Source: an optimization exercise on an open RTL-to-GDS flow (aim: small area). Production flows keep margins and buffers that such runs may drop. Function was checked by simulation only, so behaviour that the tests miss may differ from the original.

==> inputs of fjord <==
Design jit_switch, start of the top module:
module jit_switch #(
  parameter integer NUM_ACCs = 8
)
(
  output  wire             sCMD_tready ,
  input   wire             sCMD_tvalid ,
  input   wire  [31 : 0]   sCMD_tdata  ,
  output  wire             s1A_tready  ,
  input   wire             s1A_tvalid  ,
  input   wire  [31 : 0]   s1A_tdata   ,
  output  wire             s1B_tready  ,
  input   wire             s1B_tvalid  ,
  input   wire  [31 : 0]   s1B_tdata   ,
  input   wire             m1C_tready  ,
  output  wire             m1C_tvalid  ,
  output  wire  [31 : 0]   m1C_tdata   ,
  output  wire             s1AT_tready ,
  input   wire             s1AT_tvalid ,
  input   wire  [31 : 0]   s1AT_tdata  ,
  output  wire             s1BT_tready ,
  input   wire             s1BT_tvalid ,
  input   wire  [31 : 0]   s1BT_tdata  ,
  input   wire             m1CT_tready ,
  output  wire             m1CT_tvalid ,
  output  wire  [31 : 0]   m1CT_tdata  ,
  output  wire             s1C_tready  ,
  input   wire             s1C_tvalid  ,
  input   wire  [31 : 0]   s1C_tdata   ,
  input   wire             m1A_tready  ,
  output  wire             m1A_tvalid  ,
  output  wire  [31 : 0]   m1A_tdata   ,
  input   wire             m1B_tready  ,
  output  wire             m1B_tvalid  ,
  output  wire  [31 : 0]   m1B_tdata   ,
  output  wire             s2A_tready  ,
  input   wire             s2A_tvalid  ,
  input   wire  [31 : 0]   s2A_tdata   ,
  output  wire             s2B_tready  ,
  input   wire             s2B_tvalid  ,
  input   wire  [31 : 0]   s2B_tdata   ,
  input   wire             m2C_tready  ,
  output  wire             m2C_tvalid  ,
  output  wire  [31 : 0]   m2C_tdata   ,
  output  wire             s2AT_tready ,
  input   wire             s2AT_tvalid ,
  input   wire  [31 : 0]   s2AT_tdata  ,
  output  wire             s2BT_tready ,
  input   wire             s2BT_tvalid ,
  input   wire  [31 : 0]   s2BT_tdata  ,
  input   wire             m2CT_tready ,
  output  wire             m2CT_tvalid ,
  output  wire  [31 : 0]   m2CT_tdata  ,
  output  wire             s2C_tready  ,
  ...
Settings: LEC_CHECK=0, CAP_MARGIN=20, CELL_PAD_IN_SITES_DETAIL_PLACEMENT=2, CELL_PAD_IN_SITES_GLOBAL_PLACEMENT=4, CORE_AREA=10 10 610 610, CTS_CLUSTER_DIAMETER=70, CTS_CLUSTER_SIZE=22, DIE_AREA=0 0 620 620, PLACE_DENSITY=0.3, SLEW_MARGIN=20, SYNTH_HIERARCHICAL=1; clock period 10.0 ns.
standard.sh (not shown) runs the stock make flow with config.mk's settings and CLKGATE_MAP_FILE= SYNTH_SCRIPT=/design/flow/synth_recipe.tcl, a recipe that flattens the netlist after the stock synthesis.
==> flow/flow/run.sh <==
#!/bin/bash
# The standard layout (standard.sh: unchanged synthesis, floorplan, power grid and tap
# cells), with these ORFS options changed:
#  - I/O pins may sit one routing track apart (the default is two), so the die can be smaller;
#  - every input and output port is still buffered, with the smallest buffer (buf_1) instead of
#    the delay buffer that buffer_ports picks by default;
#  - after global routing, gates on paths with positive slack are downsized (RECOVER_POWER);
#  - the global router is offered less of met1/met2 (flow/fastroute.tcl).
# make's own output goes to flow_make.log; each ORFS step writes its full log under orfs/logs/.
set -euo pipefail
bash standard.sh finish \
  "PLACE_PINS_ARGS=-min_distance 1 -min_distance_in_tracks" \
  "BUFFER_PORTS_ARGS=-buffer_cell sky130_fd_sc_hd__buf_1" \
  "RECOVER_POWER=100" \
  "FASTROUTE_TCL=$(pwd)/flow/fastroute.tcl" \
  > flow_make.log 2>&1
==> flow/flow/fastroute.tcl <==
# Global routing layers as the platform's fastroute.tcl, but with less of met1 and met2 offered
# to the global router, so that it leaves more room on them for pin access in detailed routing.
set_global_routing_layer_adjustment $::env(MIN_ROUTING_LAYER)-$::env(MAX_ROUTING_LAYER) 0.2
set_global_routing_layer_adjustment met1 0.45
set_global_routing_layer_adjustment met2 0.35

set_routing_layers -clock $::env(MIN_CLK_ROUTING_LAYER)-$::env(MAX_ROUTING_LAYER)
set_routing_layers -signal $::env(MIN_ROUTING_LAYER)-$::env(MAX_ROUTING_LAYER)
==> inputs of harbor, as changes to fjord <==
--- a/flow/flow/run.sh
+++ b/flow/flow/run.sh
@@ -2,5 +2,4 @@
 # The standard layout (standard.sh: unchanged synthesis, floorplan, power grid and tap
 # cells), with these ORFS options changed:
-#  - I/O pins may sit one routing track apart (the default is two), so the die can be smaller;
 #  - every input and output port is still buffered, with the smallest buffer (buf_1) instead of
 #    the delay buffer that buffer_ports picks by default;
@@ -10,5 +9,4 @@
 set -euo pipefail
 bash standard.sh finish \
-  "PLACE_PINS_ARGS=-min_distance 1 -min_distance_in_tracks" \
   "BUFFER_PORTS_ARGS=-buffer_cell sky130_fd_sc_hd__buf_1" \
   "RECOVER_POWER=100" \
- CORE_AREA: 10 10 610 610 -> 10 10 790 790
- DIE_AREA: 0 0 620 620 -> 0 0 800 800
==> reports/summary.md <==
The flow halted during 5_1_grt. Entering global routing, the biggest net connects 58 pins. The floorplan has 220 rows. After legalization and detailed placement, the total HPWL measured 693 mm. The post-place setup slack is 2.17 ns, and the fraction of met1 tracks used by global routing is 0.703. The run stopped with a tool error. Global routing finished with a remaining overflow of 193.

The placed instances occupy a cell area of 0.0653 mm2. The first error in the log reads "[ERROR GRT-0116] Global routing finished with congestion. Check the congestion regions in the DRC Viewer". The met3 routing resource usage after global routing came out at 0.532.
(the above is from fjord)
==> reports/summary.md <==
The flow ran to the end, but the layout failed its checks. In this run the layout check failures are max-capacitance violations, max-slew violations. Detailed placement finished with a half-perimeter wire length of 1030 mm. The placement row count is 286.

The pin count of the biggest net entering global routing is 47, and the number of violations of the max-capacitance limit is 216. The total overflow left after global routing is 0. The post-place setup slack is 1.96 ns, and the final-report max-slew violation count is 4100.
(the above is from harbor)

static timing again, ports no longer ideal:
In the flow no input, the clock included, has a driving cell. The finished layout below was timed again as built, in two steps.
Step 1, drivers: a clkbuf_16 drives ACLK and a buf_2 each remaining input, both assumed.
Step 2 adds t to the input delays and takes it off the output delays; t is the mean of the earliest and latest rising clock arrival at the registers after step 1. Input paths then give back, and output paths get back, about the clock's delay inside the block.
a / b / c = no drivers / after step 1 / after step 2; a / b = the first two.
run: harbor
shift t [ns]: 0.790
slack for setup (ns): 0.941 / 0.847 / 0.935
hold slack, ns: 0.464 / 0.464 / 0.464
worst data-port slew with drivers (ns): 0.79
The setup slack of harbor moves by -0.094 ns with the drivers and by -0.006 ns with both steps.
